This is an optimization exercise on Yosys and OpenROAD, whose aim is small area, a short achievable clock period and few clock cycles, not a production implementation.
At most, simulation tests tie the RTL to the original design; equivalence was not proved.
For run 1, only the layout was checked, not whether the RTL still works.
No activity file was given, so power comes from the tool's default toggle rates.

==> design/flow/design.v <==
`timescale 1ns/1ns
module Riscv_core
    (
        input                   clk,
        input                   rst_n,
        output  [13:0]          rom_addr,    
        input   [31:0]          inst,
        output  [31:0]          dmem_addr,   
        input   [31:0]          dmem_rdata,  
        output  [31:0]          dmem_wdata,  
        output  [3:0]           dmem_wmask   
    );
    integer     k;
    reg  [31:2] pc_f;
    reg         d_valid;
    reg  [31:0] d_ir;
    reg  [31:2] d_pc;
    reg  [31:2] e_pc;
    reg         e_pred;      
    reg         e_next;      
    reg         e_skip;      
    reg  [31:0] e_a, e_b, e_imm;
    reg  [4:0]  e_rd;
    reg  [2:0]  e_f3;
    reg         e_alt;       
    reg         e_use_b;     
    reg         e_wen, e_aluop, e_load, e_store, e_branch, e_jal, e_jalr;
    reg         e_lui, e_auipc, e_mul, e_div;
    reg  [31:0] m_val, m_wdata;
    reg  [4:0]  m_rd;
    reg  [2:0]  m_f3;
    reg         m_wen, m_load, m_neg;
    reg  [3:0]  m_wmask;
    reg  [31:0] rf [1:31];
    wire [31:0] op2   = e_use_b ? e_b : e_imm;
    wire        sub   = e_branch | (e_aluop & ((e_use_b & e_alt & (e_f3 == 3'b000)) |
                                               (e_f3 == 3'b010) | (e_f3 == 3'b011)));
    wire [32:0] sum   = {1'b0, e_a} + {1'b0, op2 ^ {32{sub}}} + {32'd0, sub};
    wire        ltu   = ~sum[32];
    wire        lts   = (e_a[31] != op2[31]) ? e_a[31] : sum[31];
    wire        eq    = (e_a == e_b);
    wire        sh_left = ~e_f3[2];
    wire        sh_fill = e_alt & e_f3[2] & e_a[31];
    reg  [31:0] sh_v, sh_out;
    always @(*) begin
        for (k = 0; k < 32; k = k + 1) sh_v[k] = sh_left ? e_a[31-k] : e_a[k];
        if (op2[4]) sh_v = {{16{sh_fill}}, sh_v[31:16]};
        if (op2[3]) sh_v = {{8{sh_fill}},  sh_v[31:8]};
        if (op2[2]) sh_v = {{4{sh_fill}},  sh_v[31:4]};
        if (op2[1]) sh_v = {{2{sh_fill}},  sh_v[31:2]};
        if (op2[0]) sh_v = {sh_fill,       sh_v[31:1]};
        for (k = 0; k < 32; k = k + 1) sh_out[k] = sh_left ? sh_v[31-k] : sh_v[k];
    end
    reg  [31:0] alu_out;
    always @(*) begin
        case (e_f3)
            3'b000: alu_out = sum[31:0];
            3'b001: alu_out = sh_out;
            3'b010: alu_out = {31'd0, lts};
            3'b011: alu_out = {31'd0, ltu};
            3'b100: alu_out = e_a ^ op2;
            3'b101: alu_out = sh_out;
            3'b110: alu_out = e_a | op2;
            default: alu_out = e_a & op2;
        endcase
    end
    wire [31:2] pc4    = e_pc + 30'd1;
    wire [31:2] e_tgt  = e_pc + e_imm[31:2];
    wire        br_c   = e_f3[2] ? (e_f3[1] ? ltu : lts) : eq;
    wire        taken  = e_branch & (br_c ^ e_f3[0]);
    wire        d_fp;
    wire        kill   = taken & e_skip & ~d_fp;
    wire        redirect = e_jalr | (e_branch & ~e_next & ~kill & (taken ^ e_pred));
    wire [31:2] redirect_pc = e_jalr ? sum[31:2] : e_pred ? pc4 : e_tgt;
    reg  [31:0] e_res;
    always @(*) begin
        if (e_jal | e_jalr)  e_res = {pc4, 2'b00};
        else if (e_lui)      e_res = e_imm;
        else if (e_auipc)    e_res = {e_tgt, 2'b00};
        else if (e_aluop)    e_res = alu_out;
        else                 e_res = sum[31:0];       
    end
    reg  [4:0]  md_cnt;
    wire        m_sa = (e_f3[1:0] == 2'b01) | (e_f3[1:0] == 2'b10);    
    wire        m_sb = (e_f3[1:0] == 2'b01);                            
    reg  [33:0] mh;            
    reg  [23:0] ml;            
    reg         mprev;         
    wire        m_last3 = (md_cnt[1:0] == 2'd3);
    wire        m_top  = m_last3 & ~m_sb & e_b[7];
    wire [41:0] m_as   = {{10{m_sa & e_a[31]}}, e_a};
    wire [8:0]  m_bits = {e_b[7:0], mprev};
    reg  [41:0] m_row [0:3];
    reg  [41:0] m_x;
    reg         m_one, m_two, m_ng;
    reg  [41:0] m_sel;
    always @(*) begin
        m_x = m_top ? {m_as[33:0], 8'd0} : 42'd0;
        for (k = 0; k < 4; k = k + 1) begin
            m_one = m_bits[2*k+1] ^ m_bits[2*k];
            m_two = (m_bits[2*k+2] & ~m_bits[2*k+1] & ~m_bits[2*k]) |
                    (~m_bits[2*k+2] & m_bits[2*k+1] & m_bits[2*k]);
            m_ng  = m_bits[2*k+2];
            m_sel = ({42{m_one}} & m_as) | ({42{m_two}} & {m_as[40:0], 1'b0});
            m_row[k] = (m_sel ^ {42{m_ng}}) << (2 * k);
            m_x[2*k] = m_ng;
        end
    end
    wire [41:0] m_hin  = {{8{mh[33]}}, mh};
    wire [41:0] m_s1 = m_hin ^ m_row[0] ^ m_row[1];
    wire [41:0] m_c1 = {(m_hin[40:0] & m_row[0][40:0]) | (m_hin[40:0] & m_row[1][40:0]) |
                        (m_row[0][40:0] & m_row[1][40:0]), 1'b0};
    wire [41:0] m_s2 = m_row[2] ^ m_row[3] ^ m_x;
    wire [41:0] m_c2 = {(m_row[2][40:0] & m_row[3][40:0]) | (m_row[2][40:0] & m_x[40:0]) |
                        (m_row[3][40:0] & m_x[40:0]), 1'b0};
    wire [41:0] m_s3 = m_s1 ^ m_c1 ^ m_s2;
    wire [41:0] m_c3 = {(m_s1[40:0] & m_c1[40:0]) | (m_s1[40:0] & m_s2[40:0]) |
                        (m_c1[40:0] & m_s2[40:0]), 1'b0};
    wire [41:0] m_s4 = m_s3 ^ m_c3 ^ m_c2;
    wire [41:0] m_c4 = {(m_s3[40:0] & m_c3[40:0]) | (m_s3[40:0] & m_c2[40:0]) |
                        (m_c3[40:0] & m_c2[40:0]), 1'b0};
    wire [41:0] m_sum  = m_s4 + m_c4;
    wire        m_rest = (e_b[31:7] == 25'd0) | (m_sb & (e_b[31:7] == {25{1'b1}}));
    wire        mul_end = m_last3 | m_rest;
    wire [63:0] m_ext = {{22{m_sum[41]}}, m_sum};
    reg  [63:0] m_p;
    always @(*) begin
        case (md_cnt[1:0])
            2'd0:    m_p = m_ext;
            2'd1:    m_p = {m_ext[55:0], ml[23:16]};
            2'd2:    m_p = {m_ext[47:0], ml[23:8]};
            default: m_p = {m_ext[39:0], ml};
        endcase
    end
    wire [31:0] mul_out = (e_f3[1:0] == 2'b00) ? m_p[31:0] : m_p[63:32];
    wire        d_signed = ~e_f3[0];
    wire        d_na  = d_signed & e_a[31];
    wire        d_nb  = d_signed & e_b[31];
    wire        d_bz  = (e_b == 32'd0);
    wire [31:0] d_ca  = d_na ? ~e_a : e_a;
    wire [31:0] d_cb  = d_nb ? ~e_b : e_b;
    wire [5:0]  d_lza, d_lzb;
    Lzc32 u_lza (.v(d_ca), .lz(d_lza));
    Lzc32 u_lzb (.v(d_cb), .lz(d_lzb));
    wire [6:0]  d_nq  = {1'b0, d_lzb} - {1'b0, d_lza} + (d_na ? 7'd2 : 7'd1);
    wire        d_b1  = (e_b == 32'd1) | (d_nb & (e_b == 32'hffffffff));
    wire [4:0]  d_n   = (~d_nq[6] & (d_nq[5:0] > 6'd32)) ? 5'd16 :
                        d_nq[6] ? 5'd0 : (d_nq[5:0] + 6'd1) >> 1;
    reg  [31:0] d_r, d_q;
    reg  [4:0]  d_left;
    reg         d_zero, d_one;       
    wire [63:0] d_rot = {d_q, d_q} >> {d_left[3:0], 1'b0};
    reg  [31:0] d_r0, d_q0;
    always @(*) begin
        for (k = 0; k < 32; k = k + 1) begin
            d_r0[k] = (k < 32 - 2 * d_left) ? d_rot[k] : 1'b0;
            d_q0[k] = (k < 32 - 2 * d_left) ? 1'b0 : d_rot[k];
        end
    end
    wire [32:0] d_nd = d_nb ? {1'b1, e_b} : {1'b1, ~e_b};
    reg  [31:0] d_r1, d_q1;
    reg  [32:0] d_t, d_diff;
    always @(*) begin
        d_r1 = d_r;
        d_q1 = d_q;
        for (k = 0; k < 2; k = k + 1) begin
            d_t    = {d_r1, d_q1[31]};
            d_diff = d_t + d_nd + {32'd0, ~d_nb};
            d_q1   = {d_q1[30:0], ~d_diff[32]};
            d_r1   = d_diff[32] ? d_t[31:0] : d_diff[31:0];
        end
    end
    wire        d_short = (d_left == 5'd0) | d_zero | d_one;
    wire [31:0] d_sq    = d_zero ? 32'hffffffff : d_one ? d_q : 32'd0;
    wire [31:0] d_sr    = d_one ? 32'd0 : d_q;
    wire [31:0] div_out = d_c1 ? (e_f3[1] ? d_sr : d_sq) : (e_f3[1] ? d_r1 : d_q1);
    wire        div_neg = e_f3[1] ? d_na : ((d_na ^ d_nb) & ~d_bz);
    wire        d_c0 = (md_cnt == 5'd0);
    wire        d_c1 = (md_cnt == 5'd1);
    wire        e_done = ~(e_mul | e_div) | (e_mul & mul_end) |
                         (e_div & ~d_c0 & (d_c1 ? d_short : (d_left == 5'd1)));
    always @(posedge clk or negedge rst_n) begin
        if (!rst_n)
            md_cnt <= 5'd0;
        else if (e_done)
            md_cnt <= 5'd0;
        else
            md_cnt <= md_cnt + 5'd1;
    end
    wire        m_go = e_mul & ~e_done;
    always @(posedge clk) begin
        mh    <= m_go ? m_sum[41:8] : 34'd0;
        ml    <= {m_sum[7:0], ml[23:8]};
        mprev <= m_go & e_b[7];
        if (d_c0) begin
            d_q    <= d_na ? -e_a : e_a;
            d_left <= d_n;
            d_zero <= d_bz;
            d_one  <= d_b1;
        end else if (d_c1) begin
            d_r    <= d_r0;
            d_q    <= d_q0;
        end else begin
            d_r    <= d_r1;
            d_q    <= d_q1;
            d_left <= d_left - 5'd1;
        end
    end
    assign dmem_addr  = m_val;
    assign dmem_wdata = m_wdata;
    assign dmem_wmask = m_wmask;
    reg  [3:0]  wmask;
    always @(*) begin
        case (e_f3[1:0])
            2'b00:   wmask = 4'b0001 << sum[1:0];
            2'b01:   wmask = sum[1] ? 4'b1100 : 4'b0011;
            default: wmask = 4'b1111;
        endcase
    end
    reg  [7:0]  ld_b;
    reg  [15:0] ld_h;
    reg  [31:0] ld_data;
    always @(*) begin
        case (m_val[1:0])
            2'b00: ld_b = dmem_rdata[7:0];
            2'b01: ld_b = dmem_rdata[15:8];
            2'b10: ld_b = dmem_rdata[23:16];
            default: ld_b = dmem_rdata[31:24];
        endcase
        ld_h = m_val[1] ? dmem_rdata[31:16] : dmem_rdata[15:0];
        case (m_f3[1:0])
            2'b00:   ld_data = {{24{~m_f3[2] & ld_b[7]}}, ld_b};
            2'b01:   ld_data = {{16{~m_f3[2] & ld_h[15]}}, ld_h};
            default: ld_data = dmem_rdata;
        endcase
    end
    wire [31:0] wb = m_load ? ld_data : m_neg ? -m_val : m_val;
    always @(posedge clk) begin
        if (m_wen)
            rf[m_rd] <= wb;
    end
    always @(posedge clk or negedge rst_n) begin
        if (!rst_n) begin
            m_wen   <= 1'b0;
            m_load  <= 1'b0;
            m_wmask <= 4'b0000;
        end else begin
            m_wen   <= e_done & e_wen;
            m_load  <= e_done & e_load;
            m_wmask <= (e_done & e_store) ? wmask : 4'b0000;
        end
    end
    always @(posedge clk) begin
        m_val   <= e_mul ? mul_out : e_div ? div_out : e_res;
        m_neg   <= e_div & div_neg;
        m_rd    <= e_rd;
        m_f3    <= e_f3;
        case (e_f3[1:0])
            2'b00:   m_wdata <= {4{e_b[7:0]}};
            2'b01:   m_wdata <= {2{e_b[15:0]}};
            default: m_wdata <= e_b;
        endcase
    end
    wire [6:0]  op   = d_ir[6:0];
    wire [4:0]  rs1  = d_ir[19:15];
    wire [4:0]  rs2  = d_ir[24:20];
    wire [4:0]  rd   = d_ir[11:7];
    wire        d_r_type  = (op == 7'b0110011);
    wire        d_i_alu   = (op == 7'b0010011);
    wire        d_ld      = (op == 7'b0000011);
    wire        d_st      = (op == 7'b0100011);
    wire        d_br      = (op == 7'b1100011);
    wire        d_jal     = (op == 7'b1101111);
    wire        d_jalr    = (op == 7'b1100111);
    wire        d_lui     = (op == 7'b0110111);
    wire        d_auipc   = (op == 7'b0010111);
    wire        d_m       = d_r_type & d_ir[25];
    reg  [31:0] d_imm;
    always @(*) begin
        if (d_st)
            d_imm = {{20{d_ir[31]}}, d_ir[31:25], d_ir[11:7]};
        else if (d_br)
            d_imm = {{20{d_ir[31]}}, d_ir[7], d_ir[30:25], d_ir[11:8], 1'b0};
        else if (d_jal)
            d_imm = {{12{d_ir[31]}}, d_ir[19:12], d_ir[20], d_ir[30:21], 1'b0};
        else if (d_lui | d_auipc)
            d_imm = {d_ir[31:12], 12'd0};
        else
            d_imm = {{20{d_ir[31]}}, d_ir[31:20]};
    end
    wire        use1 = ~(d_lui | d_auipc | d_jal);
    wire        use2 = d_r_type | d_st | d_br;
    wire        e_late = e_load | e_mul | e_div;
    wire        hazard = d_valid & ~kill & e_wen & e_late &
                         ((use1 & (rs1 == e_rd)) | (use2 & (rs2 == e_rd)));
    reg  [31:0] rf1, rf2;
    always @(*) begin
        rf1 = 32'd0;
        rf2 = 32'd0;
        for (k = 1; k < 32; k = k + 1) begin
            rf1 = rf1 | ({32{rs1 == k}} & rf[k]);
            rf2 = rf2 | ({32{rs2 == k}} & rf[k]);
        end
    end
    wire        fe1 = e_wen & (e_rd == rs1);
    wire        fe2 = e_wen & (e_rd == rs2);
    wire        fm1 = m_wen & (m_rd == rs1);
    wire        fm2 = m_wen & (m_rd == rs2);
    wire [31:0] rv1 = (rs1 == 5'd0) ? 32'd0 : fe1 ? e_res : fm1 ? wb : rf1;
    wire [31:0] rv2 = (rs2 == 5'd0) ? 32'd0 : fe2 ? e_res : fm2 ? wb : rf2;
    wire        go   = e_done & ~redirect & ~hazard;    
    wire        take = go & d_valid & ~kill;
    wire        d_next = (d_imm == 32'd4);
    wire        d_pred = d_br & d_imm[31];
    assign      d_fp   = d_valid & (d_jal | d_pred);
    assign rom_addr = pc_f[15:2];
    wire        f_jal  = (inst[6:0] == 7'b1101111);
    wire        f_bb   = (inst[6:0] == 7'b1100011) & inst[31];
    wire [31:2] f_tj   = pc_f + {{12{inst[31]}}, inst[19:12], inst[20], inst[30:22]};
    wire [31:2] f_tb   = pc_f + {{20{inst[31]}}, inst[7], inst[30:25], inst[11:9]};
    always @(posedge clk or negedge rst_n) begin
        if (!rst_n) begin
            pc_f     <= 30'd0;
            d_valid  <= 1'b0;
            e_wen    <= 1'b0;
            e_aluop  <= 1'b0;
            e_load   <= 1'b0;
            e_store  <= 1'b0;
            e_branch <= 1'b0;
            e_jal    <= 1'b0;
            e_jalr   <= 1'b0;
            e_lui    <= 1'b0;
            e_auipc  <= 1'b0;
            e_mul    <= 1'b0;
            e_div    <= 1'b0;
        end else if (e_done) begin
            if (redirect) begin
                pc_f    <= redirect_pc;
                d_valid <= 1'b0;
            end else if (~hazard) begin
                pc_f    <= f_jal ? f_tj : f_bb ? f_tb : pc_f + 30'd1;
                d_valid <= 1'b1;
            end
            e_wen    <= take & (rd != 5'd0) &
                        (d_r_type | d_i_alu | d_ld | d_jal | d_jalr | d_lui | d_auipc);
            e_aluop  <= take & ((d_r_type & ~d_ir[25]) | d_i_alu);
            e_load   <= take & d_ld;
            e_store  <= take & d_st;
            e_branch <= take & d_br;
            e_jal    <= take & d_jal;
            e_jalr   <= take & d_jalr;
            e_lui    <= take & d_lui;
            e_auipc  <= take & d_auipc;
            e_mul    <= take & d_m & ~d_ir[14];
            e_div    <= take & d_m & d_ir[14];
        end
    end
    always @(posedge clk) begin
        if (go) begin
            d_ir <= inst;
            d_pc <= pc_f;
        end
        e_pc    <= d_pc;
        e_pred  <= d_pred;
        e_next  <= d_next;
        e_skip  <= (d_imm == 32'd8);
        e_imm   <= d_imm;
        e_alt   <= d_ir[30];
        e_use_b <= d_r_type | d_br;
        if (e_done) begin
            e_a     <= rv1;
            e_b     <= rv2;
            e_rd    <= rd;
            e_f3    <= d_ir[14:12];
        end else if (e_mul) begin
            e_b     <= {{8{m_sb & e_b[31]}}, e_b[31:8]};
        end
    end
endmodule
module Lzc32
    (
        input  [31:0] v,
        output [5:0]  lz
    );
    wire        z16 = ~|v[31:16];
    wire [15:0] v16 = z16 ? v[15:0] : v[31:16];
    wire        z8  = ~|v16[15:8];
    wire [7:0]  v8  = z8 ? v16[7:0] : v16[15:8];
    wire        z4  = ~|v8[7:4];
    wire [3:0]  v4  = z4 ? v8[3:0] : v8[7:4];
    wire        z2  = ~|v4[3:2];
    wire [1:0]  v2  = z2 ? v4[1:0] : v4[3:2];
    wire        z1  = ~v2[1];
    assign lz = (z16 & z8 & z4 & z2 & ~v2[1] & ~v2[0]) ? 6'd32 : {1'b0, z16, z8, z4, z2, z1};
endmodule
==> design/flow/flow/run.sh <==
#!/bin/bash
# Standard layout, with the timing repair aiming for a setup margin and
# ordinary buffers (not delay cells) on the ports.
cp standard.sh standard_sh.txt
cp config.mk config_mk_my.txt
echo "export SETUP_SLACK_MARGIN = 17" >> config.mk
echo "export BUFFER_PORTS_ARGS = -buffer_cell sky130_fd_sc_hd__buf_4" >> config.mk
bash standard.sh > standard.log 2>&1
==> design/flow/standard.sh <==
#!/bin/bash
# synth_recipe.tcl (not shown) runs the flow's synth.tcl, then flattens the netlist and writes it again
# the make line also repeats each setting of config.mk as NAME=value (left out here)
make -C /OpenROAD-flow-scripts/flow DESIGN_CONFIG=/design/flow/config.mk WORK_HOME=/design/flow/orfs CLKGATE_MAP_FILE= SYNTH_SCRIPT=/design/flow/synth_recipe.tcl "${@:-finish}"
==> design/flow/config.mk <==
export PLATFORM = sky130hd
export DESIGN_NAME = Riscv_core
export DESIGN_NICKNAME = Riscv_core
export VERILOG_FILES = /design/flow/design.v
export SDC_FILE = /design/flow/constraint.sdc
export NUM_CORES = 8
export LEC_CHECK = 0
export ABC_AREA = 1
export CAP_MARGIN = 30
export CORE_MARGIN = 2
export CORE_UTILIZATION = 40
export CTS_BUF_LIST = sky130_fd_sc_hd__clkbuf_8
export CTS_CLUSTER_SIZE = 24
export PLACE_DENSITY = 0.55
export SLEW_MARGIN = 20
export SETUP_SLACK_MARGIN = 17
export BUFFER_PORTS_ARGS = -buffer_cell sky130_fd_sc_hd__buf_4
==> design/flow/constraint.sdc <==
create_clock -name core_clock -period 24.0 [get_ports {clk}]
set_input_delay 4.8000 -clock core_clock [delete_from_list [all_inputs] [get_ports {clk}]]
set_output_delay 4.8000 -clock core_clock [all_outputs]
set_load 0.01 [all_outputs]
==> results of run 1 <==
[Yosys cell counts (all sizes together) (5+ instances only)]
master / count / area share
o221ai: 82 / 0.0077
mux2i: 69 / 0.0074
inv: 1355 / 0.055
a31oi: 52 / 0.0035
xnor2: 90 / 0.0085
nor2: 722 / 0.029
a21boi: 16 / 0.0013
nand3: 489 / 0.026
o311ai: 6 / 0.00056
nand3b: 13 / 0.0010
o31ai: 12 / 0.00097
or2: 75 / 0.0050
nor3b: 5 / 0.00046
a21oi: 558 / 0.030
a32o: 11 / 0.0012
fa: 148 / 0.032
o2111ai: 95 / 0.0089
o21a: 27 / 0.0022
nor3: 79 / 0.0046
nand4: 131 / 0.0089
clkbuf: 447 / 0.018
nor4: 66 / 0.0046
a22o: 25 / 0.0024
dfxtp: 231 / 0.050
buf: 115 / 0.0067
and3: 5 / 0.00034
o21bai: 13 / 0.0010
o211ai: 139 / 0.011
a211oi: 42 / 0.0034
a2111oi: 64 / 0.0060
o32ai: 10 / 0.00094
a22oi: 24 / 0.0019
o21ai: 964 / 0.052
edfxtp: 1165 / 0.38
ha: 296 / 0.040
clkinv: 24 / 0.00097
o22ai: 335 / 0.023
xor2: 350 / 0.033
a221oi: 228 / 0.021
dfrtp: 53 / 0.014
nand2: 2325 / 0.095
a21o: 21 / 0.0017
[area by class of cell]
cell class / instances / area, um2
clock buffer: 304 / 4180
clock inverter: 179 / 1030
timing repair buffer: 601 / 5080
sequential: 1449 / 40900
tap: 3043 / 3810
multi-input combinational: 7615 / 46200
antenna: 15 / 37.5
fill: 22700 / 125000
inverter: 1379 / 5240
[worst paths after layout]
kind | cells after the start | from | slack, ns | endpoint
setup / recovery | 26 | inst[5] | 16.92 | pc_f[26]$_DFFE_PN0P_
hold / removal | 0 | d_pc[9]$_DFFE_PN_ | 0.30 | e_pc[9]$_DFF_P_
setup reg to reg | 34 | e_f3[1]$_DFFE_PN_ | 17.14 | m_val[24]$_DFF_P_
hold reg to reg | 0 | d_pc[9]$_DFFE_PN_ | 0.30 | e_pc[9]$_DFF_P_
max in group asynchronous | 2 | rst_n | 19.66 | pc_f[10]$_DFFE_PN0P_
min in group asynchronous | 1 | rst_n | 3.71 | e_lui$_DFFE_PN0N_
[per-stage QoR]
step,std cells,hold slack (ns),power (uW),cell area [um2]
floorplan,11000,0.323,9420,93200
global placement,14000,0.326,13800,98900
detailed placement,14000,0.327,13900,99200
CTS,14500,0.286,16700,105000
global route,14600,0.304,18200,107000
finish,14600,0.301,17400,107000
[timing repair]
| item | in CTS | in global routing |
|---|---|---|
| pin swaps | 39 | 34 |
| gates cloned | 5 | 7 |
| setup endpoints to repair | 194 | 194 |
| gates resized for setup | 103 | 153 |
| setup buffers | 38 | 41 |
[cell families after synthesis]
| group | count (synthesis) |
|---|---|
| adders and majority gates | 444 |
| muxes | 69 |
| buffers and inverters | 1941 |
| xor gates and xnor gates | 440 |
| AOI/OAI and AO/OA | 2747 |
| and+or+nand+nor | 3911 |
| DFF | 1449 |
[critical path: cells and delay by family]
kind / cells / cell delay (ns)
adder cells (fa/ha/maj): 1 / 0.24
XOR/XNOR: 1 / 0.18
AO/OA/AOI/OAI: 9 / 1.37
buffers and inverters: 4 / 0.39
AND/OR/NAND/NOR: 11 / 1.04
[sequential cells by signal, indices dropped and copies added (netlist names), 24 cells and up]
register,count
mh,34
e_a,32
ml,24
pc_f,30
d_q,32
m_val,32
d_r,32
rf,992
d_ir,32
m_wdata,32
d_pc,30
e_imm,32
e_b,32
e_pc,30
[per-layer routing]
| layer | vias to the layer above | global-route usage | part of all wire |
|---|---|---|---|
| met4 | 24 | 0.269 | 0.082 |
| met2 | 6514 | 0.625 | 0.44 |
| met5 | - | 0 | 0.00032 |
| met3 | 1601 | 0.0946 | 0.11 |
| met1 | 44500 | 0.499 | 0.37 |
| li1 | 39100 | - | - |
[power by group through the flow]
stage               Clock, uW  Combinational [uW]  Sequential (uW)
floorplan                   0                6030             3390
global placement            0               10200             3570
detailed placement          0               10300             3570
CTS                      2420               10800             3510
global route             2520               12100             3530
finish                   2420               11400             3530
==> flow_summary_export.csv, run 1 <==
group,metric,value,unit
run_status,status,"complete, no violations",
power,power_density,163,nW/um2
global_routing,via_count_of_the_first_global_routing_pass,86000,
clocking,cts.hold.buffers_added,0,
floorplanning,core_area,232000,um2
worst_setup_path,largest_stage_delay_worst_path,0.27,ns
clocking,clock_edge_transition_at_the_registers_on_the_reported_setup_and_hold_paths,0.06,ns
finish,mostFrequentLayoutCells,"nand2_1, inv_1, edfxtp_1",
timing,setup_ws,16.92,ns
finish,nets,11800,
drt,drt_pre_antenna_iters,8,
worst_setup_path,crit_top_cell,"nand2_1",
synthesis,netlist_area,93000,um2
finish,mostFrequentLayoutCell,"nand2_1",
place,dp.final_hpwl,359000,um
timing,final_setup_viols,0,
synthesis,avgSynthCellArea,8.46,um2
clocking,clk-insertion-delay-late,1.09,ns
worst_setup_path,critical_path.endpoint_type,"register",
synthesis,async_reset_ff_frac,0.0366,
synthesis,synth_warnings,2,
power,p_sw,9460,uW
synthesis,syn_nets,11500,
timing,timing.clock.skew,0.112,ns
worst_setup_path,critical_path_peak_fanout,9,
drt,routed_wirelength,495000,um
place,globalplace.congestion,1.03,
global_routing,grt_max_degree,92,
power,seqPwrFrac,0.203,
synthesis,synth.distinct_cells,77,
timing,timing_worst_slew_pin_value,1.27,ns
finish,drive_gt1_frac,0.119,
synthesis,post_synth_and_or_nand_nor_area_fraction,0.175,
worst_setup_path,timing.critical_path.arrival,8.04,ns
drt,drt_antenna_net_count,0,
synthesis,netlist_instances,11000,
clocking,cts_max_path_buffers,4,
worst_setup_path,start_kind,"input pin",
clocking,number_of_buffers_created_by_cts,285,
timing,period_minus_slack,7.08,ns
timing,maxClockFrequency,141,MHz
synthesis,yosys.area_share.xor_xnor,0.0417,
timing,max_slew_vio_count,0,
floorplanning,io-pin-count,148,
drt,vias_per_cell,6.29,
worst_setup_path,master_of_the_slowest_instance_on_the_critical_path,"nor4_4",
synthesis,synth_mux_area_frac,0.00742,
worst_setup_path,timing_worst_setup_path_type,"in -> reg",
power,ir_worst_vdd,0.000413,V
global_routing,initial_antenna_violation_count,30,
timing,tns,0,ns
power,clock_power_share,0.139,
global_routing,grt_first_pass_wirelength,673000,um
clocking,cts_tree,"yes",
clocking,tritoncts_num_sinks,1449,
floorplanning,die_h,486,um
place,buffer_ports.inserted,147,
global_routing,grt_overflow,0,
timing,rsz_0062_raised_after_global_routing,"yes",
min_path,timing.hold.worst.class,"reg -> reg",
drt,drt_iter0_drc,13300,
synthesis,yosys.area_share.adder,0.0717,
worst_setup_path,wp_data_required,24.96,ns
drt,wl_per_cell,33.9,um
timing,slew_headroom,0.155,
synthesis,synth-seq-area-share,0.440,
timing,hold_viol,0,
power,sw_frac_of_total,0.544,
power,combinationalPowerShare,0.657,
timing,layout_worst_path_cycle_share,0.295,
global_routing,globalRouteTotalUtil,0.403,
finish,layout-area-overhead-vs-synth,14.5,%
floorplanning,dieWidth,486,um
drt,routed-via-count,91700,
synthesis,synth_ff_type,"edfxtp_1",
synthesis,synth-compound-area-share,0.184,
floorplanning,die_area,236000,um2
floorplanning,initial_utilization,0.401,
job,maxCapViolations,0,
finish,fin_util,0.460,
place,dpl_worst_slack,15.05,ns
synthesis,ys_ff_latch,1449,
synthesis,synth_top_family_by_area,"compound AO/OA/AOI/OAI gates",
power,p_leak,0.0439,uW
drt,drc_errors,0,
synthesis,number_of_enable_type_register_cells_in_the_synthesized_netlist,1165,
clocking,cts-htree-levels,5,
clocking,cts.root.buffer_cell,"clkbuf_8",
power,cell_internal_pwr,7920,uW
floorplanning,num_rows,177,
==> run 2: changes to the inputs <==
--- a/design/flow/design.v
+++ b/design/flow/design.v
@@ -88,8 +88,9 @@
     reg         mprev;         
     wire        m_last3 = (md_cnt[1:0] == 2'd3);
     wire        m_top  = m_last3 & ~m_sb & e_b[7];
-    wire [41:0] m_as   = {{10{m_sa & e_a[31]}}, e_a};
-    wire [8:0]  m_bits = {e_b[7:0], mprev};
+    reg         m_sw;
+    wire [41:0] m_as   = m_sw ? {{10{m_sb & e_b[31]}}, e_b} : {{10{m_sa & e_a[31]}}, e_a};
+    wire [8:0]  m_bits = m_sw ? {e_a[7:0], 1'b0} : {e_b[7:0], mprev};
     reg  [41:0] m_row [0:3];
     reg  [41:0] m_x;
     reg         m_one, m_two, m_ng;
@@ -121,11 +122,13 @@
                         (m_c3[40:0] & m_c2[40:0]), 1'b0};
     wire [41:0] m_sum  = m_s4 + m_c4;
     wire        m_rest = (e_b[31:7] == 25'd0) | (m_sb & (e_b[31:7] == {25{1'b1}}));
-    wire        mul_end = m_last3 | m_rest;
+    wire        m_afit = (e_a[31:7] == 25'd0) | (m_sa & (e_a[31:7] == {25{1'b1}}));
+    wire        m_swap = e_mul & (md_cnt == 5'd0) & ~m_rest & m_afit;
+    wire        mul_end = m_last3 | m_rest | m_sw;
     wire [63:0] m_ext = {{22{m_sum[41]}}, m_sum};
     reg  [63:0] m_p;
     always @(*) begin
-        case (md_cnt[1:0])
+        case (md_cnt[1:0] & {2{~m_sw}})
             2'd0:    m_p = m_ext;
             2'd1:    m_p = {m_ext[55:0], ml[23:16]};
             2'd2:    m_p = {m_ext[47:0], ml[23:8]};
@@ -189,7 +192,8 @@
     end
     wire        m_go = e_mul & ~e_done;
     always @(posedge clk) begin
-        mh    <= m_go ? m_sum[41:8] : 34'd0;
+        mh    <= (m_go & ~m_swap) ? m_sum[41:8] : 34'd0;
+        m_sw  <= m_swap;
         ml    <= {m_sum[7:0], ml[23:8]};
         mprev <= m_go & e_b[7];
         if (d_c0) begin
@@ -372,7 +376,7 @@
             e_b     <= rv2;
             e_rd    <= rd;
             e_f3    <= d_ir[14:12];
-        end else if (e_mul) begin
+        end else if (e_mul & ~m_swap) begin
             e_b     <= {{8{m_sb & e_b[31]}}, e_b[31:8]};
         end
     end
==> run 2 against run 1 <==
Compared with the run above: still clean; via count rose by 2.0%; clock power about the same; combinational power about the same; final area grew 1.5%; critical endpoint is now pc_f[19]$_DFFE_PN0P_; largest cell class unchanged; largest power group unchanged.
==> flow_summary_export.csv, run 2 <==
group,metric,value,unit
power,ir_worst_vdd,0.000236,V
drt,drt_pre_antenna_iters,8,
synthesis,netlist_instances,11100,
global_routing,via_count_of_the_first_global_routing_pass,87000,
finish,mostFrequentLayoutCell,"nand2_1",
timing,timing_worst_slew_pin_value,1.19,ns
finish,max_flop_register,"rf",
clocking,number_of_buffers_created_by_cts,284,
timing,layout_worst_path_cycle_share,0.294,
finish,largest_registers,"rf x992, mh x34",
min_path,worst_hold_startpoint,"d_pc[12]$_DFFE_PN_",
place,globalplace.congestion,1.08,
finish,drive_gt1_frac,0.129,
worst_setup_path,r2r_slack,17.17,ns
timing,slew_headroom,0.203,
worst_setup_path,timing.critical_path.arrival,8.06,ns
run_status,status,"complete, no violations",
worst_setup_path,critical_path_peak_fanout,8,
synthesis,yosysTopAreaCell,"edfxtp_1",
clocking,clock_edge_transition_at_the_registers_on_the_reported_setup_and_hold_paths,0.06,ns
floorplanning,dieWidth,487,um
floorplanning,core_area,232000,um2
floorplanning,die_area,237000,um2
finish,layout-area-overhead-vs-synth,15.9,%
timing,period_minus_slack,7.06,ns
power,power_density,157,nW/um2
global_routing,globalRouteTotalUtil,0.420,
synthesis,avgSynthCellArea,8.40,um2
drt,routed-via-count,93500,
drt,drt_antenna_net_count,0,
clocking,cts-htree-levels,5,
drt,wl_per_cell,34.8,um
place,dp.final_hpwl,378000,um
synthesis,netlist_top_cells_count,"nand2_1, inv_1, edfxtp_1",
synthesis,synth_ff_type,"edfxtp_1",
synthesis,synth_warnings,2,
drt,detail_route.wirelength.met1,188000,um
synthesis,syn_nets,11600,
global_routing,grt_max_degree,68,
floorplanning,die_h,487,um
clocking,cts.root.buffer_cell,"clkbuf_8",
timing,tns,0,ns
worst_setup_path,start_kind,"input pin",
min_path,whs_endpoint,"e_pc[12]$_DFF_P_",
worst_setup_path,wp_data_required,25.00,ns
synthesis,synth-seq-area-share,0.439,
drt,topRoutingLayerUsed,"met5",
timing,rsz_0062_raised_after_global_routing,"yes",
synthesis,async_reset_ff_frac,0.0366,
global_routing,grt_first_pass_wirelength,698000,um
finish,nets,12000,
timing,max_slew_vio_count,0,
synthesis,netlist_area,93300,um2
clocking,cts_tree,"yes",
worst_setup_path,r2r-start,"e_b[26]$_DFFE_PP_",
finish,max_ffs_per_register,992,
min_path,timing.hold.worst.class,"reg -> reg",
synthesis,synth.distinct_cells,75,
worst_setup_path,r2r_cells,24,
worst_setup_path,timing_worst_setup_path_type,"in -> reg",
drt,routed-wl-met3,66000,um
clocking,clk-insertion-delay-late,1.09,ns
floorplanning,io-pin-count,148,
timing,hold_viol,0,
synthesis,netlist.area_leader.share,0.375,
job,maxCapViolations,0,
finish,fin_util,0.466,
timing,maxClockFrequency,142,MHz
finish,mostFrequentLayoutCells,"nand2_1, inv_1, edfxtp_1",
synthesis,ys_ff_latch,1450,
clocking,cts_max_path_buffers,4,
drt,vias_per_cell,6.32,
drt,drt_iter0_drc,14800,
global_routing,initial_antenna_violation_count,75,
floorplanning,initial_utilization,0.402,
synthesis,synthMostInstantiatedCell,"nand2_1",
worst_setup_path,regToRegEndpoint,"m_val[9]$_DFF_P_",
drt,drc_errors,0,
drt,met2_wirelength,211000,um
clocking,tritoncts_num_sinks,1450,
worst_setup_path,critical_path.endpoint_type,"register",
timing,timing.clock.skew,0.128,ns
global_routing,grt_overflow,0,
drt,routed_wirelength,515000,um
synthesis,number_of_enable_type_register_cells_in_the_synthesized_netlist,1165,
floorplanning,num_rows,177,
min_path,hold-path-cell-count,0,
power,p_leak,0.0445,uW
timing,final_setup_viols,0,
synthesis,largest_cells_by_area_after_synthesis,"edfxtp_1, nand2_1, inv_1",
place,buffer_ports.inserted,147,
[run 2: cell count changes in the layout (fill, tap and decap cells not counted), moves of 25 or more]
cell      delta
o211ai_1    -37
inv_1       -65
o22ai_1     -46
buf_4       +52
o21ai_1     +48
nand2_1    +165
xnor2_1     +25
[run 2: cell families after synthesis]
kind of cell             after synthesis  synth area share
AND/OR/NAND/NOR                     4057             0.180
AO/OA/AOI/OAI                       2766             0.182
buffers and inverters               1868            0.0772
flip-flops                          1450             0.439
XOR/XNOR                             450            0.0428
adder cells (fa/ha/maj)              443            0.0713
multiplexers                          73           0.00783
[run 2: how the worst max path moves through the flow]
| stage | startpoint | to | slack [ns] | depth (start not counted) |
|---|---|---|---|---|
| 2_1_floorplan | inst[6] | pc_f[28]$_DFFE_PN0P_ | 16.02 | 23 |
| 4_1_cts | e_f3[0]$_DFFE_PN_ | d_r[27]$_DFFE_PN_ | 17.00 | 38 |
| 6_report | inst[5] | pc_f[19]$_DFFE_PN0P_ | 16.94 | 28 |
| 3_3_place_gp | e_a[5]$_SDFFCE_PN0N_ | m_val[21]$_DFF_P_ | 14.92 | 33 |
| 5_1_grt | inst[6] | pc_f[23]$_DFFE_PN0P_ | 16.82 | 27 |
| 3_5_place_dp | inst[1] | pc_f[28]$_DFFE_PN0P_ | 14.91 | 23 |
[run 2: timing repair]
item,CTS,global route
cloned,11,9
hold buffers,0,0
setup buffers,51,58
setup endpoints to repair,191,140
resized for setup,187,209
pin swaps,30,58
[run 2: cell type report]
type,instances,area [um2]
timing repair inverter,2,16.3
fill,22700,124000
tap,3043,3810
antenna,30,75.1
inverter,1313,5020
clock inverter,172,986
timing repair buffer,679,5900
sequential,1450,41000
clock buffer,309,4250
multi-input combinational,7792,47200
[run 2: worst max-delay path, cell delays in order]
cell and delay (ns):
buf_12 0.11, nand2_8 0.05, nor4_4 0.32, buf_12 0.19
inv_12 0.06, o21ai_4 0.14, inv_2 0.05, ha_4 0.26
a21oi_4 0.14, nand2_2 0.08, nand2_2 0.08, nand2_2 0.06
a21oi_2 0.19, o21ai_2 0.10, inv_1 0.08, o21a_4 0.15
o21ai_4 0.06, a21boi_2 0.22, inv_1 0.08, a21oi_2 0.16
buf_4 0.12, buf_4 0.09, buf_4 0.10, xnor2_2 0.10
nand2_1 0.07, nand2_1 0.08, nand2_1 0.05, nand2_1 0.06
[run 2: routing by layer]
layer  up-vias  global-route usage
met4        63               0.328
met2      6931               0.602
met1     45200               0.513
met5         -             0.00388
li1      39600                   -
met3      1753               0.145
[run 2: report_power, final]
group,switching [uW],internal (uW),total [uW]
registers,291,3190,3480
logic,7620,3440,11100
clock network,1150,1290,2430
total,9060,7910,17000
[run 2: per-stage QoR]
step / hold slack (ns) / cell area, um2 / cells / worst slack [ns] / power (uW)
3_5_place_dp: 0.327 / 99600 / 14100 / 14.91 / 13200
3_3_place_gp: 0.324 / 99400 / 14100 / 14.92 / 13200
2_1_floorplan: 0.323 / 93500 / 11100 / 16.02 / 9140
4_1_cts: 0.309 / 106000 / 14700 / 17.00 / 16100
5_1_grt: 0.312 / 108000 / 14800 / 16.82 / 17900
6_report: 0.331 / 108000 / 14800 / 16.94 / 17000
Testbench counts of run 2, summed over its fixed seeds: cycles 33,706.
==> run 3: changes to the inputs <==
--- a/design/flow/config.mk
+++ b/design/flow/config.mk
@@ -8,10 +8,10 @@
 export ABC_AREA = 1
 export CAP_MARGIN = 30
 export CORE_MARGIN = 2
-export CORE_UTILIZATION = 40
+export CORE_UTILIZATION = 45
 export CTS_BUF_LIST = sky130_fd_sc_hd__clkbuf_8
 export CTS_CLUSTER_SIZE = 24
-export PLACE_DENSITY = 0.55
+export PLACE_DENSITY = 0.6
 export SLEW_MARGIN = 20
 export SETUP_SLACK_MARGIN = 17
 export BUFFER_PORTS_ARGS = -buffer_cell sky130_fd_sc_hd__buf_4
==> run 3 against run 2 <==
Compared with the run above: synthesized cell count stayed put; sequential power barely moved; non-clock buffer count down 30; via count grew 0.73%; utilization is 5.1 points higher; first-iteration DRC count is 6.5% higher; sequential cell count did not move.
==> flow_summary_export.csv, run 3 <==
group,metric,value,unit
run_status,status,"complete, no violations",
worst_setup_path,critical_path.endpoint_type,"register",
power,clock_power_share,0.144,
place,buffer_ports.inserted,147,
drt,routed_wirelength,506000,um
worst_setup_path,r2r_slack,17.09,ns
floorplanning,dieWidth,459,um
synthesis,ys_ff_latch,1450,
drt,routed-via-count,94200,
finish,final-seq-area,41000,um2
place,dpl.cell_count,13800,
drt,wl_per_cell,35.1,um
finish,drive_gt1_frac,0.124,
clocking,cts-htree-levels,5,
synthesis,async_reset_ff_frac,0.0366,
synthesis,yosys.area_share.adder,0.0713,
finish,largest_registers,"rf x992, mh x34",
finish,max_flop_register,"rf",
timing,rsz_0062_raised_after_global_routing,"yes",
synthesis,yosys.area_share.xor_xnor,0.0428,
synthesis,synth_mux_area_frac,0.00783,
global_routing,groute.layer.met2.usage,0.654,
global_routing,globalRouteMet1Util,0.577,
synthesis,synth-seq-area-share,0.439,
global_routing,via_count_of_the_first_global_routing_pass,87500,
finish,multiInputGateArea,47000,um2
clocking,cts_max_path_buffers,4,
synthesis,yosysTopAreaCell,"edfxtp_1",
synthesis,synth_ff_type,"edfxtp_1",
power,seqPwrFrac,0.218,
global_routing,grt.met3_usage,0.165,
finish,layout-area-overhead-vs-synth,14.4,%
drt,vias_per_cell,6.54,
floorplanning,num_rows,167,
timing,tns,0,ns
timing,timing_worst_slew_pin_value,1.23,ns
finish,max_ffs_per_register,992,
clocking,clock_edge_transition_at_the_registers_on_the_reported_setup_and_hold_paths,0.06,ns
drt,drc_errors,0,
clocking,cts_tree,"yes",
synthesis,synth_warnings,2,
synthesis,syn_nets,11600,
finish,mostFrequentLayoutCells,"nand2_1, inv_1, edfxtp_1",
timing,maxClockFrequency,142,MHz
global_routing,global_route.peak_usage_layer,"met2",
synthesis,netlist_top_cells_count,"nand2_1, inv_1, edfxtp_1",
synthesis,largest_cells_by_area_after_synthesis,"edfxtp_1, nand2_1, inv_1",
power,sw_frac_of_total,0.529,
drt,drt_pre_antenna_iters,8,
synthesis,netlist.area_leader.share,0.375,
finish,mostFrequentLayoutCell,"nand2_1",
finish,final_cells,14400,
power,p_sw,8520,uW
global_routing,grt_max_degree,73,
timing,timing.clock.skew,0.108,ns
clocking,number_of_buffers_created_by_cts,275,
global_routing,grt_first_pass_wirelength,684000,um
synthesis,post_synth_and_or_nand_nor_area_fraction,0.180,
timing,period_minus_slack,7.06,ns
job,maxCapViolations,0,
place,globalplace.congestion,1.06,
min_path,timing.hold.worst.class,"reg -> reg",
timing,slew_headroom,0.176,
floorplanning,initial_utilization,0.452,
worst_setup_path,timing.critical_path.arrival,8.00,ns
finish,filler_cell_count_in_the_final_layout,19700,
synthesis,synthMostInstantiatedCell,"nand2_1",
synthesis,synth.distinct_cells,75,
timing,max_slew_vio_count,0,
floorplanning,io-pin-count,148,
worst_setup_path,start_kind,"input pin",
synthesis,netlist_instances,11100,
power,cell_internal_pwr,7590,uW
worst_setup_path,timing_worst_setup_path_type,"in -> reg",
power,p_leak,0.0441,uW
timing,hold_viol,0,
finish,nets,12000,
clocking,tritoncts_num_sinks,1450,
global_routing,globalRouteTotalUtil,0.462,
clocking,clk-insertion-delay-late,1.09,ns
drt,drt_iter0_drc,15700,
floorplanning,die_area,211000,um2
clocking,cts.root.buffer_cell,"clkbuf_8",
clocking,cts.hold.buffers_added,0,
synthesis,number_of_enable_type_register_cells_in_the_synthesized_netlist,1165,
timing,final_setup_viols,0,
global_routing,grt_overflow,0,
power,power_density,151,nW/um2
synthesis,avgSynthCellArea,8.40,um2
place,dp.final_hpwl,364000,um
synthesis,synth_top_family_by_area,"compound AO/OA/AOI/OAI gates",
drt,drt_antenna_net_count,0,
global_routing,initial_antenna_violation_count,47,
floorplanning,die_h,459,um
worst_setup_path,critical_path_peak_fanout,6,
timing,layout_worst_path_cycle_share,0.294,
synthesis,netlist_area,93300,um2
power,combinationalPowerShare,0.639,
synthesis,synth-compound-area-share,0.182,
power,ir_worst_vdd,0.000327,V
floorplanning,core_area,207000,um2
worst_setup_path,wp_data_required,24.94,ns
[run 3: cell count changes in the layout (fill, tap and decap cells not counted), sizes merged, moves of 2 or more]
cell / delta
clkinv: +5
clkinvlp: +5
diode: -6
dlymetal6s2s: +2
bufinv: -5
clkbuf: -24
buf: -19
bufbuf: -6
[run 3: path summary, 6_finish.rpt]
path / start / endpoint / cells past startpoint
worst min register to register: d_pc[2]$_DFFE_PN_ / e_pc[2]$_DFF_P_ / 0
worst max register to register: e_b[25]$_DFFE_PP_ / d_r[27]$_DFFE_PN_ / 34
worst min-delay path: d_pc[2]$_DFFE_PN_ / e_pc[2]$_DFF_P_ / 0
worst max-delay path: inst[0] / pc_f[28]$_DFFE_PN0P_ / 23
max in group asynchronous: rst_n / pc_f[31]$_DFFE_PN0P_ / 2
min in group asynchronous: rst_n / md_cnt[3]$_DFF_PN0_ / 1
[run 3: cell type report]
class,count,share of cell area
multi-input cells,7794,0.440
inverters,1313,0.0468
repair buffers,649,0.0514
well taps,2704,0.0317
flip-flops and latches,1450,0.384
repair inverters,2,0.000117
clock buffers,291,0.0375
clock inverters,176,0.00811
diodes,24,0.000563
[run 3: cells by family after synthesis]
| kind of cell | count (synthesis) |
|---|---|
| flip-flops | 1450 |
| multiplexers | 73 |
| AND/OR/NAND/NOR | 4057 |
| AO/OA/AOI/OAI | 2766 |
| XOR/XNOR | 450 |
| adder cells (fa/ha/maj) | 443 |
| buffers and inverters | 1868 |
[run 3: power groups by stage]
stage / sequential (uW) / clock (uW) / combinational [uW]
4_1_cts: 3490 / 2300 / 9500
3_3_place_gp: 3550 / 0 / 9110
2_1_floorplan: 3380 / 0 / 5760
6_report: 3510 / 2320 / 10300
3_5_place_dp: 3550 / 0 / 9140
5_1_grt: 3500 / 2410 / 11100
[run 3: layer usage]
metal  share of wire  vias up  routed length, um
li1                -    39500                  -
met1            0.36    44900             184000
met2            0.41     7803             205000
met3            0.14     1968              69900
met4           0.092       38              46300
met5         0.00052        -                264
[run 3: per-stage QoR]
step | instance area [um2] | util | setup WS, ns | power [uW] | hold WS, ns
CTS | 105000 | 0.508 | 16.98 | 15300 | 0.340
global placement | 99000 | 0.479 | 14.83 | 12700 | 0.324
finish | 107000 | 0.517 | 16.94 | 16100 | 0.341
global route | 107000 | 0.516 | 16.79 | 17000 | 0.345
floorplan | 93500 | - | 16.02 | 9140 | 0.323
detailed placement | 99200 | 0.480 | 14.86 | 12700 | 0.327
[run 3: repair_timing]
action | in CTS | in global routing
endpoints found under the setup margin | 209 | 197
resized for setup | 142 | 209
pin swaps | 18 | 45
setup buffers | 41 | 48
gates cloned | 5 | 11
[run 3: worst max-delay path, cell delays in order]
cell and delay, ns:
buf_8 0.08, nand2_4 0.06, nor4_4 0.29, inv_2 0.14, nor2_2 0.13, nor2_1 0.07
ha_2 0.20, fa_2 0.38, nand3_2 0.08, nand3_2 0.10, a21oi_4 0.16, o21ai_2 0.10
a31oi_2 0.19, o21ai_2 0.12, a21oi_2 0.18, o21ai_2 0.10, a21oi_2 0.17, o21ai_2 0.10
a21oi_1 0.17, xor2_1 0.17, o21ai_1 0.07, nand2_1 0.08, nand2_1 0.06
==> run 4: changes to the inputs <==
--- a/design/flow/config.mk
+++ b/design/flow/config.mk
@@ -9,8 +9,6 @@
 export CAP_MARGIN = 30
 export CORE_MARGIN = 2
 export CORE_UTILIZATION = 45
-export CTS_BUF_LIST = sky130_fd_sc_hd__clkbuf_8
-export CTS_CLUSTER_SIZE = 24
 export PLACE_DENSITY = 0.6
 export SLEW_MARGIN = 20
 export SETUP_SLACK_MARGIN = 17
==> run 4 against run 3 <==
Compared with the run above: utilization up 0.38 points; clock power up 12%; first-iteration DRC count up 1.5%; wire length down 0.77%; highest routed layer unchanged; largest power group unchanged; die area unchanged; still clean on timing, DRC and antenna.
==> flow_summary_export.csv, run 4 <==
group,metric,value,unit
worst_setup_path,crit_chain,"buf_8, nand2_8, nor4_4, inv_2, buf_6, nor2_4, nor2_4, ha_4, fa_2, nand3_2, nand3_4, a21oi_4, o21ai_2, a31oi_2, o21ai_2, a21oi_2, o21ai_2, a21oi_2, o21ai_2, a21oi_2, xor2_1, o21ai_1, nand2_1, nand2_1",
synthesis,synth.distinct_cells,75,
drt,drt_iter0_drc,16000,
clocking,tritoncts_num_sinks,1450,
worst_setup_path,critical_path_buf_inv_count,3,
power,p_sw,8530,uW
synthesis,netlist_area,93300,um2
power,finalPower,16400,uW
power,combinationalPowerShare,0.627,
worst_setup_path,cp-startpoint,"inst[5]",
worst_setup_path,crit_top_cell,"o21ai_2",
finish,layout-area-overhead-vs-synth,15.2,%
place,dp.final_hpwl,364000,um
min_path,worst_hold_startpoint,"d_pc[30]$_DFFE_PN_",
timing,period_minus_slack,7.19,ns
timing,setup_ws,16.81,ns
floorplanning,die_area,211000,um2
timing,timing.clock.skew,0.0992,ns
drt,drt_antenna_net_count,0,
floorplanning,core_area,207000,um2
synthesis,post_synth_and_or_nand_nor_area_fraction,0.180,
timing,rsz_0062_raised_after_global_routing,"yes",
timing,layout_worst_path_cycle_share,0.300,
drt,detail_route.wirelength.met1,184000,um
clocking,cts.root.buffer_cell,"clkbuf_16",
clocking,clock_edge_transition_at_the_registers_on_the_reported_setup_and_hold_paths,0.07,ns
timing,timing_worst_slew_pin_value,1.20,ns
worst_setup_path,master_of_the_slowest_instance_on_the_critical_path,"fa_2",
clocking,cts-htree-levels,4,
clocking,number_of_buffers_created_by_cts,164,
place,dpl_worst_slack,14.86,ns
run_status,status,"complete, no violations",
synthesis,netlist_top_cells_count,"nand2_1, inv_1, edfxtp_1",
synthesis,syn_nets,11600,
synthesis,largest_cells_by_area_after_synthesis,"edfxtp_1, nand2_1, inv_1",
synthesis,async_reset_ff_frac,0.0366,
power,seqPwrFrac,0.214,
synthesis,synth_ff_type,"edfxtp_1",
power,clock_power_share,0.158,
drt,routed-via-count,93200,
finish,largest_registers,"rf x992, mh x34",
drt,routed-wl-met3,67700,um
finish,max_flop_register,"rf",
power,ir_worst_vdd,0.000288,V
timing,maxClockFrequency,139,MHz
synthesis,yosys.area_share.adder,0.0713,
floorplanning,die_h,459,um
power,p_leak,0.0439,uW
global_routing,grt_max_degree,73,
worst_setup_path,timing.critical_path.max_delay_family,"compound AO/OA/AOI/OAI gates",
finish,max_ffs_per_register,992,
clocking,clk-insertion-delay-late,0.88,ns
drt,drc_errors,0,
worst_setup_path,wp_data_required,24.77,ns
synthesis,synth_warnings,2,
synthesis,synth_mux_area_frac,0.00783,
global_routing,initial_antenna_violation_count,33,
timing,slew_headroom,0.187,
synthesis,synthMostInstantiatedCell,"nand2_1",
finish,nets,11900,
synthesis,netlist_instances,11100,
place,globalplace.congestion,1.06,
worst_setup_path,r2r-start,"e_a[4]$_SDFFCE_PN0N_",
drt,drt_pre_antenna_iters,14,
synthesis,synth-seq-area-share,0.439,
min_path,timing.hold.worst.class,"reg -> reg",
clocking,cts_max_path_buffers,3,
power,power_density,152,nW/um2
timing,tns,0,ns
floorplanning,num_rows,167,
synthesis,yosysTopAreaCell,"edfxtp_1",
power,sw_frac_of_total,0.522,
floorplanning,io-pin-count,148,
worst_setup_path,timing.critical_path.arrival,7.96,ns
finish,drive_gt1_frac,0.120,
drt,vias_per_cell,6.54,
global_routing,globalRouteTotalUtil,0.460,
synthesis,synth-compound-area-share,0.182,
power,cell_internal_pwr,7820,uW
drt,wl_per_cell,35.2,um
worst_setup_path,critical_path.endpoint_type,"register",
place,buffer_ports.inserted,147,
drt,routed_wirelength,502000,um
global_routing,grt_overflow,0,
synthesis,synth_top_family_by_area,"compound AO/OA/AOI/OAI gates",
worst_setup_path,timing_worst_setup_path_type,"in -> reg",
timing,final_setup_viols,0,
synthesis,netlist.area_leader.share,0.375,
worst_setup_path,largest_stage_delay_worst_path,0.34,ns
finish,mostFrequentLayoutCell,"nand2_1",
finish,mostFrequentLayoutCells,"nand2_1, inv_1, edfxtp_1",
floorplanning,dieWidth,459,um
global_routing,grt_first_pass_wirelength,680000,um
synthesis,avgSynthCellArea,8.40,um2
clocking,cts_tree,"yes",
global_routing,via_count_of_the_first_global_routing_pass,86400,
floorplanning,initial_utilization,0.452,
drt,topRoutingLayerUsed,"met5",
worst_setup_path,start_kind,"input pin",
synthesis,number_of_enable_type_register_cells_in_the_synthesized_netlist,1165,
timing,hold_viol,0,
finish,fin_util,0.520,
drt,met2_wirelength,204000,um
worst_setup_path,critical_path_peak_fanout,6,
timing,max_slew_vio_count,0,
synthesis,yosys.area_share.xor_xnor,0.0428,
job,maxCapViolations,0,
synthesis,ys_ff_latch,1450,
==> run 4: power by group through the flow <==
stage | Sequential [uW] | Clock (uW) | Combinational [uW]
final | 3510 | 2590 | 10300
after CTS | 3490 | 2580 | 9510
after detailed placement | 3550 | 0 | 9140
after global routing | 3500 | 2680 | 11100
after global placement | 3550 | 0 | 9110
after floorplan | 3380 | 0 | 5760
==> run 4: cell families (layout without fill, tap and decap cells) <==
| kind of cell | count (synthesis) | count (layout) |
|---|---|---|
| AO/OA/AOI/OAI | 2766 | 2766 |
| XOR/XNOR | 450 | 450 |
| adder cells (fa/ha/maj) | 443 | 443 |
| buffers and inverters | 1868 | 2285 |
| flip-flops | 1450 | 1450 |
| multiplexers | 73 | 73 |
| other | 0 | 17 |
| AND/OR/NAND/NOR | 4057 | 4060 |
==> run 4: repair_timing <==
item,CTS,global route
hold endpoints to repair,0,0
resized for setup,182,194
pin swaps,48,45
buffers inserted,60,54
setup endpoints to repair,249,207
hold buffers,0,0
cloned,5,6
==> run 4: final timing paths <==
path	endpoint	slack, ns	cells after the start
min in group asynchronous	md_cnt[0]$_DFF_PN0_	3.87	1
hold / removal	e_pc[30]$_DFF_P_	0.34	0
max in group asynchronous	pc_f[21]$_DFFE_PN0P_	19.59	2
setup / recovery	pc_f[28]$_DFFE_PN0P_	16.81	24
hold reg to reg	e_pc[30]$_DFF_P_	0.34	0
setup reg to reg	m_val[25]$_DFF_P_	17.08	30
==> run 4: final cells by class <==
type                            instances  area [um2]
Clock inverter                         99        1160
Tap cell                             2704        3380
Timing Repair Buffer                  671        5630
Antenna cell                           17        42.5
Timing Repair inverter                  1        5.00
Fill cell                           19400       99100
Clock buffer                          201        4300
Multi-Input combinational cell       7792       47100
Inverter                             1313        4990
Sequential cell                      1450       41000
==> run 4: per-stage QoR <==
step / hold slack [ns] / cell area, um2 / instances
floorplan: 0.323 / 93500 / 11100
global placement: 0.324 / 99000 / 13800
detailed placement: 0.327 / 99200 / 13800
CTS: 0.340 / 106000 / 14200
global route: 0.344 / 108000 / 14200
finish: 0.336 / 108000 / 14200
==> run 4: metal layers <==
metal  vias up  GRT usage
met2      7359      0.658
met5         -    0.00666
li1      39300          -
met1     44800      0.576
met4        18      0.327
met3      1795      0.158
==> run 5: changes to the inputs <==
--- a/design/flow/config.mk
+++ b/design/flow/config.mk
@@ -8,8 +8,10 @@
 export ABC_AREA = 1
 export CAP_MARGIN = 30
 export CORE_MARGIN = 2
-export CORE_UTILIZATION = 45
-export PLACE_DENSITY = 0.6
+export CORE_UTILIZATION = 42
+export CTS_BUF_LIST = sky130_fd_sc_hd__clkbuf_8
+export CTS_CLUSTER_SIZE = 24
+export PLACE_DENSITY = 0.58
 export SLEW_MARGIN = 20
 export SETUP_SLACK_MARGIN = 17
 export BUFFER_PORTS_ARGS = -buffer_cell sky130_fd_sc_hd__buf_4
==> run 5 against run 4 <==
Compared with the run above: synthesized cell count is the same; clock power fell by 8%; global-route usage decreased by 0.81 points; area after synthesis is the same; final area grew 0.15%; worst setup slack better by 0.097 ns; combinational power is 12% higher; critical path type unchanged.
==> flow_summary_export.csv, run 5 <==
group,metric,value,unit
synthesis,synth_ff_type,"edfxtp_1",
global_routing,initial_antenna_violation_count,62,
power,power_density,161,nW/um2
power,p_leak,0.0442,uW
finish,max_ffs_per_register,992,
finish,drive_gt1_frac,0.129,
run_status,status,"complete, no violations",
place,globalplace.congestion,1.08,
finish,mostFrequentLayoutCell,"nand2_1",
clocking,cts-htree-levels,5,
floorplanning,io-pin-count,148,
job,maxCapViolations,0,
synthesis,yosysTopAreaCell,"edfxtp_1",
min_path,timing.hold.worst.class,"reg -> reg",
timing,layout_worst_path_cycle_share,0.296,
drt,routed-via-count,94900,
timing,final_setup_viols,0,
floorplanning,die_h,475,um
worst_setup_path,start_kind,"input pin",
synthesis,netlist.area_leader.share,0.375,
drt,drt_antenna_net_count,0,
synthesis,avgSynthCellArea,8.40,um2
synthesis,netlist_instances,11100,
floorplanning,dieWidth,475,um
global_routing,via_count_of_the_first_global_routing_pass,87100,
clocking,cts_max_path_buffers,4,
clocking,clk-insertion-delay-late,1.13,ns
clocking,cts.hold.buffers_added,0,
power,ir_worst_vdd,0.000273,V
drt,vias_per_cell,6.44,
floorplanning,num_rows,173,
worst_setup_path,timing.critical_path.arrival,8.13,ns
timing,hold_viol,0,
worst_setup_path,timing_worst_setup_path_type,"in -> reg",
synthesis,synthMostInstantiatedCell,"nand2_1",
clocking,cts.root.buffer_cell,"clkbuf_8",
synthesis,largest_cells_by_area_after_synthesis,"edfxtp_1, nand2_1, inv_1",
worst_setup_path,critical_path_buf_inv_count,8,
worst_setup_path,master_of_the_slowest_instance_on_the_critical_path,"nor4_4",
timing,timing.clock.skew,0.122,ns
synthesis,async_reset_ff_frac,0.0366,
place,buffer_ports.inserted,147,
drt,topRoutingLayerUsed,"met5",
drt,wl_per_cell,35.9,um
drt,drc_errors,0,
worst_setup_path,critical_path_peak_fanout,7,
finish,max_flop_register,"rf",
synthesis,netlist_area,93300,um2
global_routing,grt_first_pass_wirelength,707000,um
global_routing,globalRouteTotalUtil,0.451,
worst_setup_path,critical_path.endpoint_type,"register",
finish,largest_registers,"rf x992, mh x34",
finish,final_area,108000,um2
drt,detail_route.wirelength.met1,191000,um
drt,drt_iter0_drc,16000,
synthesis,number_of_enable_type_register_cells_in_the_synthesized_netlist,1165,
synthesis,ys_ff_latch,1450,
clocking,number_of_buffers_created_by_cts,286,
drt,drt_pre_antenna_iters,10,
min_path,worst_hold_startpoint,"d_pc[12]$_DFFE_PN_",
drt,routed_wirelength,528000,um
finish,nets,12000,
timing,slew_headroom,0.190,
clocking,clock_edge_transition_at_the_registers_on_the_reported_setup_and_hold_paths,0.06,ns
floorplanning,die_area,226000,um2
timing,period_minus_slack,7.10,ns
synthesis,syn_nets,11600,
floorplanning,core_area,222000,um2
worst_setup_path,timing.critical_path.max_delay_family,"compound AO/OA/AOI/OAI gates",
place,dpl.cell_count,14100,
synthesis,synth_warnings,2,
synthesis,synth-seq-area-share,0.439,
drt,met2_wirelength,218000,um
timing,tns,0,ns
worst_setup_path,r2r-start,"e_b[10]$_DFFE_PP_",
clocking,cts_tree,"yes",
worst_setup_path,cp-startpoint,"inst[6]",
timing,maxClockFrequency,141,MHz
timing,timing_worst_slew_pin_value,1.20,ns
worst_setup_path,largest_stage_delay_worst_path,0.30,ns
place,placement.cell_area,99500,um2
finish,mostFrequentLayoutCells,"nand2_1, inv_1, edfxtp_1",
finish,fin_util,0.486,
global_routing,grt_max_degree,95,
worst_setup_path,wp_data_required,25.04,ns
place,dp.final_hpwl,384000,um
timing,rsz_0062_raised_after_global_routing,"yes",
clocking,tritoncts_num_sinks,1450,
finish,final_cells,14700,
worst_setup_path,crit_top_cell,"nand2_1",
synthesis,netlist_top_cells_count,"nand2_1, inv_1, edfxtp_1",
timing,max_slew_vio_count,0,
finish,layout-area-overhead-vs-synth,15.4,%
drt,routed-wl-met3,66900,um
floorplanning,initial_utilization,0.421,
synthesis,synth.distinct_cells,75,
global_routing,grt_overflow,0,
-- run 5: changes by cell type in the layout (fill, tap and decap cells not counted), sizes merged, moves of 3 or more --
cell	delta
buf	+3
bufinv	-10
clkbuf	+112
clkinvlp	+6
diode	+21
inv	+78
-- run 5: cell type report --
type / instances / area (um2)
Tap cell: 2975 / 3720
Sequential cell: 1450 / 41000
Inverter: 1313 / 5030
Multi-Input combinational cell: 7794 / 47200
Timing Repair inverter: 2 / 10.0
Clock inverter: 172 / 807
Timing Repair Buffer: 675 / 5620
Clock buffer: 311 / 4280
Fill cell: 21600 / 114000
Antenna cell: 38 / 95.1
-- run 5: metrics by stage --
step | hold WS [ns] | setup slack (ns) | total power (uW)
2_1_floorplan | 0.323 | 16.02 | 9140
3_3_place_gp | 0.326 | 14.57 | 13400
3_5_place_dp | 0.327 | 14.64 | 13400
4_1_cts | 0.286 | 17.00 | 16400
5_1_grt | 0.294 | 16.73 | 18100
6_report | 0.305 | 16.90 | 17400
-- run 5: worst register-to-register path, delay by kind of cell (launching register included) --
kind                       cells  cell delay [ns]
AOI/OAI and AO/OA             11             1.85
DFF                            1             0.54
xor gates and xnor gates       1             0.22
and+or+nand+nor               11             1.34
buffers and inverters          9             1.84
adders and majority gates      2             0.75
-- run 5: cells by family (layout without fill, tap and decap cells) --
group | Yosys count | count (layout) | synth area share
AND/OR/NAND/NOR | 4057 | 4062 | 0.180
flip-flops | 1450 | 1450 | 0.439
buffers and inverters | 1868 | 2473 | 0.0772
multiplexers | 73 | 73 | 0.00783
XOR/XNOR | 450 | 450 | 0.0428
adder cells (fa/ha/maj) | 443 | 443 | 0.0713
other | 0 | 38 | 0
AO/OA/AOI/OAI | 2766 | 2766 | 0.182
-- run 5: timing repair --
action                                  in CTS  in global routing
resized for setup                          164                219
buffers inserted                            57                 65
endpoints found under the setup margin     214                199
gates cloned                                 5                 11
pin swaps                                   30                 59
-- run 5: path summary, 6_finish.rpt --
| check | end | slack, ns | cells past startpoint |
|---|---|---|---|
| worst min register to register | e_pc[12]$_DFF_P_ | 0.30 | 0 |
| worst max-delay path | pc_f[23]$_DFFE_PN0P_ | 16.90 | 29 |
| min in group asynchronous | md_cnt[0]$_DFF_PN0_ | 3.60 | 1 |
| worst min-delay path | e_pc[12]$_DFF_P_ | 0.30 | 0 |
| max in group asynchronous | e_jalr$_DFFE_PN0N_ | 19.75 | 2 |
| worst max register to register | d_r[27]$_DFFE_PN_ | 17.18 | 34 |
-- run 5: power by group --
group,leakage [uW],internal [uW],total [uW],switching [uW]
clock,0.00294,1220,2390,1170
combinational,0.0279,3500,11500,7980
sequential,0.0134,3190,3510,318
total,0.0442,7920,17400,9470
-- run 5: routing by layer --
metal,global-route usage,vias to the layer above
met1,0.555,45800
met4,0.363,38
met3,0.139,1932
li1,-,39600
met5,0,-
met2,0.653,7570

-- what the ideal ports hide --
The results above use ideal ports. As a check the final layouts listed here were re-extracted and re-timed, cells and wires unchanged.
Step 1 (the two cells are an assumption about what drives the block):
set clk [get_ports {clk}]
set_driving_cell -lib_cell sky130_fd_sc_hd__clkbuf_16 $clk
set_driving_cell -lib_cell sky130_fd_sc_hd__buf_2 [delete_from_list [all_inputs] $clk]
Step 2 times the ports against the registers' clock, not the clock port: input delays grow and output delays shrink by t, the midpoint of the rising clock arrivals with the driver on.
a / b / c = no drivers / after step 1 / after step 2; a / b = the first two.
run	t, ns	setup WS [ns]	hold WS [ns]	pins driven straight from the clock port
run 1	1.124	16.924 / 16.963 / 15.838	0.301 / 0.301 / 0.301	1
run 2	1.133	16.944 / 16.948 / 15.840	0.331 / 0.331 / 0.331	1
run 3	1.133	16.940 / 16.980 / 15.847	0.341 / 0.341 / 0.341	1
run 4	0.921	16.806 / 16.848 / 15.926	0.336 / 0.336 / 0.336	1
run 5	1.161	16.903 / 16.932 / 15.771	0.305 / 0.305 / 0.305	1
After both steps every run listed still meets setup and hold. For run 5, which loses most, drivers alone change the setup slack by +0.029 ns; drivers and shift together by -1.132 ns.
